What follows belongs to an exercise in optimizing a design on an open flow for small area, a short achievable clock period and few clock cycles; a production flow would make more cautious choices.
Function was checked by simulation only, so behaviour that the tests miss may differ from the original.
Power is estimated from default activity; no workload was simulated.

## design/flow/design.v

```verilog
`timescale 1ns / 1ps
module ALU(
    input [31:0] A,
    input [31:0] B,
    input [31:0] ALT,
    input sub,           
    input [1:0] lop,     
    input sltu,          
    input sl,            
    input sra,           
    input [4:0] rsel,
    output [31:0] res,
    output [31:0] sum,
    output eq
    );
    wire [31:0] bx = sub ? ~B : B;
    assign sum = A + bx + {31'h0, sub};
    wire lt = (A[31] ^ B[31]) ? (sltu ? B[31] : A[31]) : sum[31];
    reg [31:0] lres;
    always @(*)
        case (lop)
            2'b00: lres = A & B;
            2'b01: lres = A | B;
            2'b10: lres = A ^ B;
            default: lres = ~(A | B);
        endcase
    function [31:0] rev(input [31:0] x);
        integer k;
        for (k = 0; k < 32; k = k + 1) rev[k] = x[31 - k];
    endfunction
    wire fill = sra & A[31];
    wire big = |B[31:5];
    wire [31:0] s0 = sl ? rev(A) : A;
    wire [31:0] s1 = B[0] ? {fill, s0[31:1]} : s0;
    wire [31:0] s2 = B[1] ? {{2{fill}}, s1[31:2]} : s1;
    wire [31:0] s3 = B[2] ? {{4{fill}}, s2[31:4]} : s2;
    wire [31:0] s4 = B[3] ? {{8{fill}}, s3[31:8]} : s3;
    wire [31:0] s5 = B[4] ? {{16{fill}}, s4[31:16]} : s4;
    wire [31:0] s6 = big ? {32{fill}} : s5;
    wire [31:0] shres = sl ? rev(s6) : s6;
    assign res = ({32{rsel[0]}} & sum)
               | ({32{rsel[1]}} & lres)
               | ({32{rsel[2]}} & {31'h0, lt})
               | ({32{rsel[3]}} & shres)
               | ({32{rsel[4]}} & ALT);
    assign eq = (A == B);
endmodule
`timescale 1ns / 1ps
module Regs(
    input clk,
    input rst,
    input we,
    input [4:0] wa,
    input [31:0] wd,
    input [4:0] ra,
    input [4:0] rb,
    output [31:0] qa,
    output [31:0] qb
    );
    reg [31:1] v;
    wire [31:0] q [0:31];
    assign q[0] = 32'h0;
    genvar i;
    generate
        for (i = 1; i < 32; i = i + 1) begin : r
            reg [31:0] d;
            always @(posedge clk)
                if (we && wa == i) d <= wd;
            assign q[i] = d;
        end
    endgenerate
    always @(posedge clk or posedge rst)
        if (rst) v <= 31'h0;
        else if (we && wa != 5'd0) v[wa] <= 1'b1;
    wire [31:0] vv = {v, 1'b0};
    assign qa = q[ra] & {32{vv[ra]}};
    assign qb = q[rb] & {32{vv[rb]}};
endmodule
`timescale 1ns / 1ps
module MultiCPU(
    input clk,
    input reset,
    input [31:0] Data_in,
    output mem_w,
    output [2:0] RAMCtrl,
    output [31:0] Data_out,
    output [31:0] Addr_out
    );
    reg [31:0] AR;       
    reg [31:0] FA;       
    reg        isdata;   
    reg        mw_r;
    reg [2:0]  rc_r;
    reg [31:0] IR, SK;
    reg [31:0] NPCD;     
    reg        IRV, SKV;
    reg        EV;
    reg [31:0] A, B, ALT;
    reg [4:0]  rdE;
    reg        weE, memE, stE, phE;
    reg [2:0]  modeE;
    reg        subE, sltuE, slE, sraE;
    reg [1:0]  lopE;
    reg [4:0]  rselE;
    reg        brE, predE, jrE, signE;
    reg [1:0]  brkE;     
    assign Addr_out = AR;
    assign mem_w    = mw_r;
    assign RAMCtrl  = rc_r;
    assign Data_out = ALT;
    wire [31:0] res, sum;
    wire eq;
    ALU alu(.A(A), .B(B), .ALT(ALT), .sub(subE), .lop(lopE), .sltu(sltuE), .sl(slE),
            .sra(sraE), .rsel(rselE), .res(res), .sum(sum), .eq(eq));
    wire e_stall = EV & memE & ~phE;                  
    wire cond = brkE[1] ? ~signE : (brkE[0] ? ~eq : eq);
    wire e_redirect = EV & (jrE | (brE & (cond ^ predE)));
    wire [31:0] e_target = jrE ? sum : ALT;
    wire        wen   = EV & weE & (~memE | phE);
    wire [31:0] wdata = memE ? Data_in : res;
    wire [5:0] op = IR[31:26];
    wire [5:0] fn = IR[5:0];
    wire [4:0] rs = IR[25:21];
    wire [4:0] rt = IR[20:16];
    wire [4:0] rd = IR[15:11];
    wire [4:0] sa = IR[10:6];
    wire [15:0] imm = IR[15:0];
    wire [31:0] simm = {{16{imm[15]}}, imm};
    wire isR    = (op == 6'b000000);
    wire r_jr   = isR & (fn == 6'b001000);
    wire r_jalr = isR & (fn == 6'b001001);
    wire r_shi  = isR & (fn[5:2] == 4'b0000);         
    wire r_sh   = isR & (fn[5:3] == 3'b000);          
    wire r_log  = isR & (fn[5:2] == 4'b1001);
    wire r_slt  = isR & (fn[5:1] == 5'b10101);
    wire isImm  = (op[5:3] == 3'b001) & (op != 6'b001111);
    wire i_log  = isImm & op[2];
    wire i_slt  = isImm & (op[2:1] == 2'b01);
    wire isLui  = (op == 6'b001111);
    wire isLd   = (op[5:3] == 3'b100);
    wire isSt   = (op[5:3] == 3'b101);
    wire isMem  = op[5];
    wire isBeq  = (op == 6'b000100);
    wire isBne  = (op == 6'b000101);
    wire isBgez = (op == 6'b000001);
    wire isJ    = (op == 6'b000010);
    wire isJal  = (op == 6'b000011);
    wire isBr   = isBeq | isBne | isBgez;
    wire [4:0]  wa_d = r_jalr | isJal | isBgez ? 5'd31 : isR ? rd : rt;
    wire        we_d = (isR & ~r_jr) | isImm | isLui | isLd | isJal | isBgez;
    wire [31:0] qa, qb;
    Regs regs(.clk(clk), .rst(reset), .we(wen), .wa(rdE), .wd(wdata),
              .ra(rs), .rb(rt), .qa(qa), .qb(qb));
    wire [31:0] rsv = (wen && rdE == rs) ? wdata : qa;
    wire [31:0] rtv = (wen && rdE == rt) ? wdata : qb;
    wire [31:0] btarget = NPCD + {simm[30:0], 1'b0};
    wire [31:0] jtarget = {NPCD[31:27], IR[25:0], 1'b0};
    wire d_jmp  = isJ | isJal;
    wire d_pt   = d_jmp | (isBr & imm[15]);            
    wire [31:0] d_target = d_jmp ? jtarget : btarget;
    wire d_adv      = IRV & ~e_stall;
    wire d_redirect = d_adv & d_pt & ~e_redirect;
    wire [31:0] a_d = (isJal | isBgez) ? NPCD : isLui ? {imm, 16'h0} : rsv;
    wire [31:0] b_d = (isJal | isBgez | isLui) ? 32'h0 :
                      r_shi ? {27'h0, sa} :
                      isR | isBeq | isBne ? rtv : simm;
    wire [31:0] alt_d = isSt ? rtv : (isBr & ~imm[15]) ? btarget : NPCD;
    wire [4:0] rsel_d;
    assign rsel_d[1] = r_log | i_log;
    assign rsel_d[2] = r_slt | i_slt;
    assign rsel_d[3] = r_sh;
    assign rsel_d[4] = r_jalr;
    assign rsel_d[0] = ~(rsel_d[1] | rsel_d[2] | rsel_d[3] | rsel_d[4]);
    wire sub_d  = isR ? (fn[5] & fn[1]) : (op[5:1] == 5'b00101);
    wire [1:0] lop_d = isR ? fn[1:0] : op[1:0];
    wire sltu_d = isR ? fn[0] : op[0];
    wire [2:0] mode_d = op[2] ? {2'b10, op[0]} : op[1] ? {2'b00, ~op[0]} : {2'b11, op[0]};
    wire kill     = e_redirect | d_redirect;
    wire room     = d_adv | ~IRV | ~SKV;
    wire fetch_ok = ~isdata & ~kill & room;
    wire [31:0] FA2 = FA + 32'd2;
    wire [31:0] FA_next = e_redirect ? e_target :
                          d_redirect ? d_target :
                          fetch_ok ? FA2 : FA;
    always @(posedge clk or posedge reset) begin
        if (reset) begin
            AR <= 32'h0;
            FA <= 32'h0;
            isdata <= 1'b0;
            mw_r <= 1'b0;
            rc_r <= 3'b000;
            IRV <= 1'b0;
            SKV <= 1'b0;
            EV <= 1'b0;
            phE <= 1'b0;
        end else begin
            FA <= FA_next;
            AR <= e_stall ? sum : FA_next;
            isdata <= e_stall;
            mw_r <= e_stall & stE;
            rc_r <= e_stall ? modeE : 3'b000;
            if (e_redirect | d_redirect) begin
                IRV <= 1'b0;
                SKV <= 1'b0;
            end else if (d_adv) begin
                if (SKV) begin
                    IRV <= 1'b1;
                    SKV <= fetch_ok;
                end else begin
                    IRV <= fetch_ok;
                end
            end else if (!IRV) begin
                IRV <= fetch_ok;
            end else if (!SKV) begin
                SKV <= fetch_ok;
            end
            EV <= e_stall | (d_adv & ~e_redirect);
            phE <= e_stall;
        end
    end
    always @(posedge clk) begin
        if (d_adv) begin
            if (SKV) begin
                IR <= SK;
                NPCD <= NPCD + 32'd2;
                SK <= Data_in;
            end else begin
                IR <= Data_in;
                NPCD <= FA2;
            end
        end else if (!IRV) begin
            IR <= Data_in;
            NPCD <= FA2;
        end else if (!SKV) begin
            SK <= Data_in;
        end
    end
    always @(posedge clk) begin
        if (!e_stall) begin
            A <= a_d;
            B <= b_d;
            ALT <= alt_d;
            rdE <= wa_d;
            weE <= we_d & (wa_d != 5'd0);
            memE <= isMem;
            stE <= isSt;
            modeE <= mode_d;
            subE <= sub_d;
            sltuE <= sltu_d;
            slE <= ~fn[1];
            sraE <= fn[0];
            lopE <= lop_d;
            rselE <= rsel_d;
            brE <= isBr;
            brkE <= {isBgez, isBne};
            predE <= imm[15];
            jrE <= r_jr | r_jalr;
            signE <= rsv[31];
        end
    end
endmodule
```

## design/flow/constraint.sdc

```tcl
create_clock -name core_clock -period 13.0 [get_ports {clk}]
set_input_delay 2.6000 -clock core_clock [delete_from_list [all_inputs] [get_ports {clk}]]
set_output_delay 2.6000 -clock core_clock [all_outputs]
set_load 0.01 [all_outputs]
```

## design/flow/config.mk

```make
export PLATFORM = sky130hd
export DESIGN_NAME = MultiCPU
export DESIGN_NICKNAME = MultiCPU
export VERILOG_FILES = /design/flow/design.v
export SDC_FILE = /design/flow/constraint.sdc
export NUM_CORES = 8
export LEC_CHECK = 0
export CAP_MARGIN = 30
export CORE_MARGIN = 2
export CORE_UTILIZATION = 40
export SLEW_MARGIN = 30
```

## design/flow/run.sh

```bash
#!/bin/bash
# synth_recipe.tcl (not shown) runs the flow's synth.tcl, then flattens the netlist and writes it again
# the make line also repeats each setting of config.mk as NAME=value (left out here)
make -C /OpenROAD-flow-scripts/flow DESIGN_CONFIG=/design/flow/config.mk WORK_HOME=/design/flow/orfs CLKGATE_MAP_FILE= SYNTH_SCRIPT=/design/flow/synth_recipe.tcl finish
```

==> results_dict.tcl <==
set metrics [dict create \
    regArea_mm2 0.0389 \
    cp_slowest_cell "edfxtp_1" \
    tns_ns 0 \
    relSlewSlack_pct 19.1 \
    synth-edff-count 1211 \
    multi_input_area_mm2 0.0276 \
    grt_setup_unrepaired "false" \
    fp-row-count 150 \
    cp_slowest_stage_delay_ns 0.89 \
    hpwl_um 205000 \
    dp_cells 7698 \
    p_leak_nw 26.2 \
    finish.utilization_pct 46.1 \
    worstPathMaxFanout 35 \
    synthArstFlopShare_pct 7.84 \
    grt_pass1_vias 54843 \
    synthFlopType "edfxtp_1" \
    p_int_mw 12.7 \
    totalWireLength_um 338000 \
    synth_top_area_share_pct 53.7 \
    status "timing/DRC/antenna clean" \
    synth_area_mm2 0.0677 \
    wl_per_cell_um 42.4 \
    ant_nets 0 \
    place.gp.congestion 1.05 \
    placed_area_mm2 0.0724 \
    min_from "modeE[0]$_DFFE_PN_" \
    post-cts-setup-buffers 0 \
    first_pass_iters 12 \
    grt_usage_pct 37.8 \
    cap_viol_max_count 0 \
    power.density_mw_per_mm2 322 \
    critPathKind "flip-flop to flip-flop" \
    antenna_found_initial 15 \
    die_area_mm2 0.172 \
    final-hold-violation-count 0 \
    finalSetupViolCount 0 \
    setup.worst_path.start "B[1]$_SDFFCE_PP0N_" \
    hp-class "flip-flop to flip-flop" \
    setup_slack_ns 7.78 \
    core_mm2 0.168 \
    worst_slew_pin_slew_ns 1.20 \
    stdcell_area_mm2 0.0773 \
    synth.area.top_cells "edfxtp_1 (54%), a221oi_1 (4.0%), dfrtp_1 (3.8%), a22o_1 (3.8%), a22oi_1 (3.7%)" \
    yosysTopAreaCell "edfxtp_1" \
    sw_frac_of_total_pct 49.0 \
    via_per_inst 7.56 \
    start_util_pct 40.4 \
    cp_data_arrival_time_ns 5.77 \
    hold_buffers 0 \
    stdcell_count 7968 \
    clk_pin_slew_ns 0.07 \
    htreeDepth 4 \
    power_switching_mw 12.2 \
    fin_crit_sh_pct 40.2 \
    slew_viol_final 0 \
    pwr-share-clk_pct 16.5 \
    cts.path.max_buffers 3 \
    die_w_um 415 \
    path_buf_inv 2 \
    fin_skew_ns 0.0723 \
    detail_route.iter0.violations 13917 \
    pwr-share-seq_pct 31.6 \
    worstPathRequired_ns 13.54 \
    grt_max_degree 97 \
    cts_buffers 140 \
    drive_gt1_share_pct 13.1 \
    pre_cts_slack_ns 7.88 \
    drcViolationCount 0 \
    io-pin-count 102 \
    ys_ff_latch 1314 \
    crit_chain "inv_2 -> mux2_2 -> o21ai_0 -> mux2_2 -> o311ai_0 -> o311ai_0 -> a2bb2oi_2 -> buf_4 -> a21oi_1 -> a21o_1 -> a21oi_1" \
    cts_resized 0 \
    end_kind "flip-flop" \
    area_growth_pct 14.2 \
    yosys_warnings 3 \
    nNetsFinal 5819 \
    fillers 14956 \
    die_height_um 415 \
    root_buffer "clkbuf_16" \
    yosysUniqueCellTypes 89 \
    synth-seq-area-share_pct 57.6 \
    p_comb_share_pct 51.8 \
    synthCells 5583 \
    clock_sinks 1314 \
    synth_nets 5762 \
    timing.rr.start "B[1]$_SDFFCE_PP0N_" \
    via_count 60203 \
    synth.avg_cell_area_um2 12.1 \
    critPathLaunchType "flip-flop" \
    port_buffers 101 \
    cp_top_family "compound AO/OA/AOI/OAI gates" \
    clock_latency_ns 0.84 \
    cts_tree "done" \
    grt_first_pass_wirelength_um 454000 \
    grt_overflow_total 0 \
    fmax_mhz 191 \
    max-vdd-ir-drop_v 0.000212 \
    min_period_ns 5.22 \
]
sequential cells by signal, indices dropped and copies added, names as in the netlist, 2 cells and up:
name / cells
regs.r.d: 992
IR: 32
regs.v: 31
NPCD: 32
SK: 32
brkE: 2
AR: 32
ALT: 32
FA: 32
B: 32
modeE: 3
rselE: 5
rdE: 5
A: 32
rc_r: 3
lopE: 2
final timing paths:
kind / end / slack [ns] / cells past startpoint
worst max-delay path: B[2]$_SDFFCE_PP0N_ / 7.78 / 11
worst min-delay path: rc_r[0]$_DFF_PP0_ / 0.47 / 1
worst max register to register: B[2]$_SDFFCE_PP0N_ / 7.78 / 11
worst min register to register: rc_r[0]$_DFF_PP0_ / 0.47 / 1
max in group asynchronous: FA[31]$_DFF_PP0_ / 9.72 / 3
min in group asynchronous: rc_r[2]$_DFF_PP0_ / 2.21 / 2
per-stage QoR:
step	hold slack [ns]	total power [mW]
final	0.468	24.9
after global placement	0.441	19.8
after global routing	0.499	25.3
after detailed placement	0.453	19.9
after floorplan	0.427	14.1
after CTS	0.469	23.9
Yosys cell counts, types with 44 or more instances:
cell type	count
edfxtp_1	1211
xnor2_1	81
ha_1	143
a211oi_1	44
a221oi_1	312
mux2_2	93
a22o_1	291
a22oi_1	332
mux2i_1	66
inv_1	148
buf_1	46
mux4_2	55
nor2_1	316
a21oi_1	228
nand4_1	111
and3_1	45
xor2_1	96
a222oi_1	67
nand2_1	347
clkbuf_1	339
nor3_1	113
dfrtp_1	103
o21ai_0	239
nand3_1	194
cells in the final DEF (no fill, tap or decap), drive strengths merged, types with 20 or more instances in the layout:
cell type / instances
mux2i: 66
a222oi: 67
nor4: 40
nand2: 347
clkdlybuf4s50: 101
o21ai: 249
dfrtp: 103
a31oi: 34
a221o: 37
o22ai: 31
nand3: 194
a211oi: 46
clkbuf: 180
a221oi: 314
edfxtp: 1211
ha: 143
a22oi: 332
and3: 45
o211ai: 29
o21bai: 36
nor2: 316
nand2b: 33
xnor2: 81
and2: 24
nand4: 111
mux4: 58
clkinv: 52
a22o: 291
a21o: 29
nor2b: 20
a21oi: 229
nor3: 113
buf: 215
mux2: 93
inv: 159
xor2: 96
o21a: 21
kinds of logic (layout without fill, tap and decap cells):
kind of cell	Yosys count	after routing	synth area share, %
xor+xnor	177	177	2.29
buf+inv	554	725	3.14
mux	217	217	4.47
flops	1314	1314	57.6
simple gates	1313	1313	9.25
fa+ha+maj	145	145	2.70
compound gates	1863	1863	20.6
other cells	0	10	0
power by group through the flow:
stage / logic (mW) / clock network [mW] / registers, mW
2_1_floorplan: 6.76 / 0 / 7.31
3_3_place_gp: 11.9 / 0 / 7.88
3_5_place_dp: 12.0 / 0 / 7.88
4_1_cts: 12.0 / 4.10 / 7.80
5_1_grt: 13.1 / 4.27 / 7.87
6_report: 12.9 / 4.12 / 7.88
final cells by class:
type / count / area share, %
clock buffers: 180 / 4.82
well taps: 2204 / 3.57
inverters: 153 / 0.747
clock inverters: 76 / 1.17
multi-input cells: 3715 / 35.7
repair buffers: 316 / 3.53
diodes: 10 / 0.0324
flip-flops and latches: 1314 / 50.4
metal layers:
layer | share of wire [%] | global-route usage [%] | up-vias | wire [um]
li1 | - | - | 22709 | -
met1 | 33 | 46.3 | 29125 | 111000
met2 | 40 | 53.0 | 6534 | 136000
met3 | 17 | 16.7 | 1813 | 59000
met4 | 9.3 | 26.6 | 22 | 31300
met5 | 0.062 | 0.194 | - | 211
Testbench counts, summed over its fixed seeds: cycles 49,337.

==> what the ideal ports hide <==
How much do the figures lean on ideal ports? The routed layout below was timed once more, with nothing changed but the port constraints. Step 1: set_driving_cell puts a clkbuf_16 on clk and a buf_2 on each other input, an assumption about the parent block. Step 2, shift: input delay + t, output delay - t, t = (earliest + latest rising clock arrival at the registers) / 2. This alone moves slack from input paths to output paths. Slacks: no drivers / after step 1 / after step 2; pairs: no drivers / after step 1.
t (ns): 0.889
setup WS [ns]: 7.776 / 7.776 / 7.732
worst hold slack (ns): 0.468 / 0.468 / 0.468
worst data-port slew with drivers (ns): 0.06
After both steps this run still meets setup and hold. For this run, drivers alone change the setup slack by 0.000 ns; drivers and shift together by -0.044 ns.
